From an optimization exercise on the open Yosys and OpenROAD flow, aimed at small area, a short achievable clock period and few clock cycles; shortcuts taken in it are not production practice. RTL that was checked went through simulation tests only; none was proved equivalent to the original. Power and IR drop assume default switching activity.

Setup of v8:
==> flow/design.v <==
module stupid_NN_layer1(
input clk,
input reset_n,
input waitrequest,
input ready,
input readdatavalid,
input [15:0] readdata,
output chipselect,
output [1:0] byteenable,
output reg done,
output reg read_n,
output reg write_n,
output reg [15:0] writedata,
output [31:0] address
);
localparam [16:0] WB  = 17'h0E249;      
localparam [7:0]  PBH = 8'h52;          
localparam [7:0]  PLH = 8'h83;          
localparam [9:0]  NB  = 10'h151;        
localparam [9:0]  NE  = 10'h151 + 10'd199;
assign chipselect = 1'b1;
assign byteenable = 2'b11;
reg st_boot, st_idle, st_p, st_w, st_wr, st_done;
reg rq, wq, dr, dr2;
reg [16:0] wa;         
reg [7:0]  ph;         
reg [9:0]  na;         
reg        ret;        
reg [2:0]  out;        
reg [3:0]  msk;        
reg [15:0] ml;         
reg [4:0]  p0, p1;     
reg [5:0]  term;
reg [13:0] acc;
reg [23:1] ad;         
wire acc_r = rq & ~waitrequest;
wire acc_w = wq & ~waitrequest;
wire rdv   = readdatavalid;
wire timer_end = wa[16] & wa[15] & wa[10] & wa[9] & wa[7] & wa[5];  
wire start = st_idle & ready;
wire node_end = (ph == PLH) & (wa[1:0] == 2'd0);
wire last_node = (na == NE);
wire n_p = start | (st_p & ~acc_r) | (st_w & acc_r & ~node_end) | (st_wr & acc_w & ~last_node);
wire n_w = (st_w & ~acc_r) | (st_p & acc_r);
wire n_wr = (st_wr & ~acc_w) | (st_w & acc_r & node_end);
wire n_done = (st_done & ready) | (st_wr & acc_w & last_node);
wire n_idle = (st_idle & ~ready) | (st_done & ~ready) | (st_boot & timer_end);
always @(posedge clk) begin
  if (!reset_n) begin
    st_boot <= 1'b1; st_idle <= 1'b0; st_p <= 1'b0; st_w <= 1'b0;
    st_wr <= 1'b0; st_done <= 1'b0; rq <= 1'b0; wq <= 1'b0; dr <= 1'b0; dr2 <= 1'b0;
  end else begin
    st_boot <= st_boot & ~timer_end;
    st_idle <= n_idle;
    st_p <= n_p; st_w <= n_w; st_wr <= n_wr; st_done <= n_done;
    rq <= (n_p | n_w) & ~(out[2] & out[1]);
    dr <= st_wr & (out == 3'd0);
    dr2 <= st_wr & dr;
    wq <= n_wr & dr2;
  end
end
wire [16:0] wa_inc = wa + 17'd1;
wire [7:0]  ph_inc = ph + 8'd1;
wire [2:0] out_inc = out + 3'd1;
wire [2:0] out_dec = out - 3'd1;
always @(posedge clk) begin
  if (!reset_n) wa <= 17'd0;
  else if (st_idle) wa <= WB;
  else if (st_boot | (st_w & acc_r)) wa <= wa_inc;
  if (st_idle | (st_w & acc_r & node_end)) ph <= PBH;
  else if (st_w & acc_r & (wa[1:0] == 2'd3)) ph <= ph_inc;
  if (st_idle) na <= NB;
  else if (acc_w) na <= na + 10'd1;
  if (st_idle) ret <= 1'b0;
  else if (rdv) ret <= ~ret;
  if (st_boot | st_idle) out <= 3'd0;
  else if (acc_r & ~rdv) out <= out_inc;
  else if (rdv & ~acc_r) out <= out_dec;
end
always @(posedge clk) begin
  if (start | (st_wr & acc_w))      ad <= {13'h0050, PBH, 2'b01};
  else if (st_p & acc_r)            ad <= {6'h3C, wa};
  else if (st_w & acc_r & node_end) ad <= {13'h0026, na};
  else if (st_w & acc_r)            ad <= {13'h0050, (wa[1:0] == 2'd3) ? ph_inc : ph, wa_inc[1:0]};
end
always @(posedge clk) if (rdv & ~ret)
  msk <= {|readdata[15:12], |readdata[11:8], |readdata[7:4], |readdata[3:0]};
wire wv = rdv & ret;
always @(posedge clk) begin
  ml <= readdata & {{4{wv & msk[3]}}, {4{wv & msk[2]}}, {4{wv & msk[1]}}, {4{wv & msk[0]}}};
  p0 <= {ml[3], ml[3:0]} + {ml[7], ml[7:4]};
  p1 <= {ml[11], ml[11:8]} + {ml[15], ml[15:12]};
  term <= {p0[4], p0} + {p1[4], p1};
  if (start | acc_w) acc <= 14'd0;
  else acc <= acc + {{8{term[5]}}, term};
end
always @(*) begin
  done = st_done;
  read_n = ~rq;
  write_n = ~wq;
  writedata = {{2{acc[13]}}, acc};
end
assign address = {8'd0, ad, 1'b0};
endmodule
Settings: LEC_CHECK=0, ABC_CLOCK_PERIOD_IN_PS=2000, CAP_MARGIN=20, CORE_MARGIN=2, CORE_UTILIZATION=40, SETUP_SLACK_MARGIN=3.0, SLEW_MARGIN=20; clock period 5.0 ns.
run.sh (not shown) runs the stock make flow with config.mk's settings and CLKGATE_MAP_FILE= SYNTH_SCRIPT=/design/flow/synth_recipe.tcl, a recipe that flattens the netlist after the stock synthesis.
Testbench counts of v8, summed over its fixed seeds: cycles 1,917,822.
#### Input delta (v39 over v8)
-- flow/design.v --
<<< v8, line 12
output reg write_n,
output reg [15:0] writedata,
output [31:0] address
);
localparam [16:0] WB  = 17'h0E249;      
>>> v39, line 12
output reg write_n,
output reg [15:0] writedata,
output reg [31:0] address
);
localparam [16:0] WB  = 17'h0E249;      
<<< v8, line 33
reg [5:0]  term;
reg [13:0] acc;
reg [23:1] ad;         
wire acc_r = rq & ~waitrequest;
wire acc_w = wq & ~waitrequest;
>>> v39, line 33
reg [5:0]  term;
reg [13:0] acc;
wire acc_r = rq & ~waitrequest;
wire acc_w = wq & ~waitrequest;
<<< v8, line 60
  end
end
wire [16:0] wa_inc = wa + 17'd1;
wire [7:0]  ph_inc = ph + 8'd1;
wire [2:0] out_inc = out + 3'd1;
wire [2:0] out_dec = out - 3'd1;
>>> v39, line 59
  end
end
wire [2:0] out_inc = out + 3'd1;
wire [2:0] out_dec = out - 3'd1;
<<< v8, line 67
  if (!reset_n) wa <= 17'd0;
  else if (st_idle) wa <= WB;
  else if (st_boot | (st_w & acc_r)) wa <= wa_inc;
  if (st_idle | (st_w & acc_r & node_end)) ph <= PBH;
  else if (st_w & acc_r & (wa[1:0] == 2'd3)) ph <= ph_inc;
  if (st_idle) na <= NB;
  else if (acc_w) na <= na + 10'd1;
>>> v39, line 64
  if (!reset_n) wa <= 17'd0;
  else if (st_idle) wa <= WB;
  else if (st_boot | (st_w & acc_r)) wa <= wa + 17'd1;
  if (st_idle | (st_w & acc_r & node_end)) ph <= PBH;
  else if (st_w & acc_r & (wa[1:0] == 2'd3)) ph <= ph + 8'd1;
  if (st_idle) na <= NB;
  else if (acc_w) na <= na + 10'd1;
<<< v8, line 77
  else if (acc_r & ~rdv) out <= out_inc;
  else if (rdv & ~acc_r) out <= out_dec;
end
always @(posedge clk) begin
  if (start | (st_wr & acc_w))      ad <= {13'h0050, PBH, 2'b01};
  else if (st_p & acc_r)            ad <= {6'h3C, wa};
  else if (st_w & acc_r & node_end) ad <= {13'h0026, na};
  else if (st_w & acc_r)            ad <= {13'h0050, (wa[1:0] == 2'd3) ? ph_inc : ph, wa_inc[1:0]};
end
always @(posedge clk) if (rdv & ~ret)
>>> v39, line 74
  else if (acc_r & ~rdv) out <= out_inc;
  else if (rdv & ~acc_r) out <= out_dec;
end
always @(posedge clk) if (rdv & ~ret)
<<< v8, line 100
  write_n = ~wq;
  writedata = {{2{acc[13]}}, acc};
end
assign address = {8'd0, ad, 1'b0};
endmodule
>>> v39, line 91
  write_n = ~wq;
  writedata = {{2{acc[13]}}, acc};
  address = 32'd0;
  if (st_w)      address[23:1] = {6'h3C, wa};
  else if (st_p) address[23:1] = {13'h0050, ph, wa[1:0]};
  else           address[23:1] = {13'h0026, na};
end
endmodule
==> comparison <==
No run among v39 and v8 stopped early or left any final violation; all are clean. v39 ended up with a lower number of standard cells in the layout, taps in and fillers out than v8 did. Of v39 and v8, the higher net count reported at finish belongs to v8. Compared with v8, v39 shows power lower by about 18%. Register count in v39 is lower than in v8. Summary: final worst setup slack, v39 worse than v8. v39 has average via count per standard cell below what v8 had. NOTE x dimension of the die v8->v39 decreased by a few percent. The power attributed to combinational cells of v8 and that of v39 are within noise of each other. Category of the critical setup timing path = in2reg: v8; category of the critical setup timing path = reg2out: v39. Violation count after the first detailed-route iteration (v39 / v8): 0.847. v39 — hold slack 17 ps higher, v8 as reference. Summary of the comparison: portion of the clock cycle consumed by the worst path in the final layout is higher in v39, relative to v8. Against v8, v39 comes in about 8% lower on met2 routed wirelength. Compared v39 vs v8, and critical path depth is down in v39.
Testbench counts of v39, summed over its fixed seeds: cycles 1,917,822.

* * *

RTL: the design.v shown in full above, as it stands there.
==> flow/config.mk <==
export PLATFORM = sky130hd
export DESIGN_NAME = stupid_NN_layer1
export DESIGN_NICKNAME = stupid_NN_layer1
export VERILOG_FILES = /design/flow/design.v
export SDC_FILE = /design/flow/constraint.sdc
export NUM_CORES = 4
export LEC_CHECK = 0
export ABC_CLOCK_PERIOD_IN_PS = 2000
export CAP_MARGIN = 20
export CORE_MARGIN = 2
export CORE_UTILIZATION = 40
export CTS_BUF_LIST = sky130_fd_sc_hd__clkbuf_4 sky130_fd_sc_hd__clkbuf_8
export CTS_CLUSTER_DIAMETER = 100
export CTS_CLUSTER_SIZE = 30
export SETUP_SLACK_MARGIN = 3.0
export SLEW_MARGIN = 20
==> flow/constraint.sdc <==
create_clock -name core_clock -period 5.0 [get_ports {clk}]
set_input_delay 1.0000 -clock core_clock [delete_from_list [all_inputs] [get_ports {clk}]]
set_output_delay 1.0000 -clock core_clock [all_outputs]
set_load 0.01 [all_outputs]
standard.sh (not shown) runs the stock make flow with config.mk's settings and CLKGATE_MAP_FILE= SYNTH_SCRIPT=/design/flow/synth_recipe.tcl, a recipe that flattens the netlist after the stock synthesis.
==> flow/flow/run.sh <==
#!/bin/bash
set -e
export BUFFER_PORTS_ARGS="-buffer_cell sky130_fd_sc_hd__buf_2"
bash standard.sh > standard.log 2>&1
The baseline finished clean.
Testbench counts at the start, summed over its fixed seeds: cycles 1,917,822.
Next try:
==> flow/design.v (replaced) <==
module stupid_NN_layer1(
input clk,
input reset_n,
input waitrequest,
input ready,
input readdatavalid,
input [15:0] readdata,
output chipselect,
output [1:0] byteenable,
output reg done,
output reg read_n,
output reg write_n,
output reg [15:0] writedata,
output [31:0] address
);
localparam [16:0] WB  = 17'h0E249;      
localparam [7:0]  PBH = 8'h52;          
localparam [7:0]  PLH = 8'h83;          
localparam [9:0]  NB  = 10'h151;        
localparam [9:0]  NE  = 10'h151 + 10'd199;
assign chipselect = 1'b1;
assign byteenable = 2'b11;
reg st_boot, st_idle, st_p, st_w, st_wr, st_done;
reg rq, wq, dr, dr2;
reg [16:0] wa;         
reg [7:0]  ph;         
reg [9:0]  na;         
reg        ret;        
reg [2:0]  out;        
reg [3:0]  msk;        
reg [15:0] ml;         
reg [4:0]  p0, p1;     
reg [5:0]  term;
reg [13:0] acc;
reg [23:1] ad;         
wire acc_r = rq & ~waitrequest;
wire acc_w = wq & ~waitrequest;
wire adv   = (rq | wq) & ~waitrequest;    
wire rdv   = readdatavalid;
wire timer_end = wa[16] & wa[15] & wa[10] & wa[9] & wa[7] & wa[5];  
wire start = st_idle & ready;
wire node_end = (ph == PLH) & (wa[1:0] == 2'd0);
wire last_node = (na == NE);
wire cap = out[2] & out[1];
wire a_p  = (st_w & ~node_end) | (st_wr & ~last_node);
wire a_w  = st_p;
wire a_wr = st_w & node_end;
wire a_done = st_wr & last_node;
wire [16:0] wa_inc = wa + 17'd1;
wire [7:0]  ph_inc = ph + 8'd1;
wire [23:1] ad_nx = st_p ? {6'h3C, wa} :
                    (st_w & ~node_end) ? {13'h0050, (wa[1:0] == 2'd3) ? ph_inc : ph, wa_inc[1:0]} :
                    st_w ? {13'h0026, na} : {13'h0050, PBH, 2'b01};
always @(posedge clk) begin
  if (!reset_n) begin
    st_boot <= 1'b1; st_idle <= 1'b0; st_p <= 1'b0; st_w <= 1'b0;
    st_wr <= 1'b0; st_done <= 1'b0; rq <= 1'b0; wq <= 1'b0; dr <= 1'b0; dr2 <= 1'b0;
  end else begin
    st_boot <= st_boot & ~timer_end;
    st_idle <= (st_idle & ~ready) | (st_done & ~ready) | (st_boot & timer_end);
    st_done <= ready & (adv ? a_done : st_done);
    st_p  <= start | (adv ? a_p : st_p);
    st_w  <= adv ? a_w : st_w;
    st_wr <= adv ? a_wr : st_wr;
    rq <= start | (adv ? (a_p | a_w) & ~cap : (st_p | st_w) & ~cap);
    dr <= st_wr & (out == 3'd0);
    dr2 <= st_wr & dr;
    wq <= adv ? 1'b0 : st_wr & dr2;
  end
end
always @(posedge clk) begin
  if (!reset_n) wa <= 17'd0;
  else if (st_idle) wa <= WB;
  else if (st_boot) wa <= wa_inc;
  else wa <= (adv & st_w) ? wa_inc : wa;
  if (st_idle) ph <= PBH;
  else ph <= (adv & st_w) ? (node_end ? PBH : (wa[1:0] == 2'd3) ? ph_inc : ph) : ph;
  if (st_idle) na <= NB;
  else na <= (adv & st_wr) ? na + 10'd1 : na;
  if (st_idle) ad <= {13'h0050, PBH, 2'b01};
  else ad <= adv ? ad_nx : ad;
  if (st_idle) ret <= 1'b0;
  else if (rdv) ret <= ~ret;
  if (st_boot | st_idle) out <= 3'd0;
  else if (rdv) out <= acc_r ? out : out - 3'd1;
  else out <= acc_r ? out + 3'd1 : out;
end
always @(posedge clk) if (rdv & ~ret)
  msk <= {|readdata[15:12], |readdata[11:8], |readdata[7:4], |readdata[3:0]};
wire wv = rdv & ret;
always @(posedge clk) begin
  ml <= readdata & {{4{wv & msk[3]}}, {4{wv & msk[2]}}, {4{wv & msk[1]}}, {4{wv & msk[0]}}};
  p0 <= {ml[3], ml[3:0]} + {ml[7], ml[7:4]};
  p1 <= {ml[11], ml[11:8]} + {ml[15], ml[15:12]};
  term <= {p0[4], p0} + {p1[4], p1};
  if (start | acc_w) acc <= 14'd0;
  else acc <= acc + {{8{term[5]}}, term};
end
always @(*) begin
  done = st_done;
  read_n = ~rq;
  write_n = ~wq;
  writedata = {{2{acc[13]}}, acc};
end
assign address = {8'd0, ad, 1'b0};
endmodule
What happened:
- clock skew goes up by 3.2 ps
- setup slack gets better by 20 ps
- critical path depth goes down by 1
- routed wire length goes up slightly
- cell count goes up slightly
- area after synthesis goes up slightly
- global-route usage goes up by 0.40 points
- power goes up by a few percent
- first-iteration DRC count goes up by roughly a tenth
- via count goes up by a few percent
- clock power goes down slightly
For the second run of this note, only the layout was checked, not whether the RTL still works.

==> port drivers added, routing unchanged <==
The flow's constraints put no driver on any port. The routed layouts listed below were extracted and timed again, unchanged, in two steps.
Step 1: set_driving_cell puts a clkbuf_16 on clk and a buf_2 on each other input, an assumption about the parent block.
Step 2 times the ports against the registers' clock, not the clock port: input delays grow and output delays shrink by t, the midpoint of the rising clock arrivals with the driver on.
Three values: ideal, step 1, step 2; two values: the first two.
| run | t (ns) | setup WS [ns] | worst register clock-pin slew, ns | cell pins on the clock port's net |
|---|---|---|---|---|
| v8 | 0.454 | 2.985 / 2.967 / 2.513 | 0.06 / 0.06 | 1 |
| v39 | 0.378 | 2.626 / 2.588 / 2.593 | 0.07 / 0.07 | 1 |
| the first run of note 2 | 0.457 | 2.988 / 2.950 / 2.493 | 0.07 / 0.07 | 1 |
| the second run of note 2 | 0.487 | 3.008 / 3.001 / 2.605 | 0.09 / 0.09 | 1 |
After both steps every run listed still meets setup and hold. The setup slack of the first run of note 2, which loses most, moves by -0.038 ns with the drivers and by -0.495 ns with both steps.
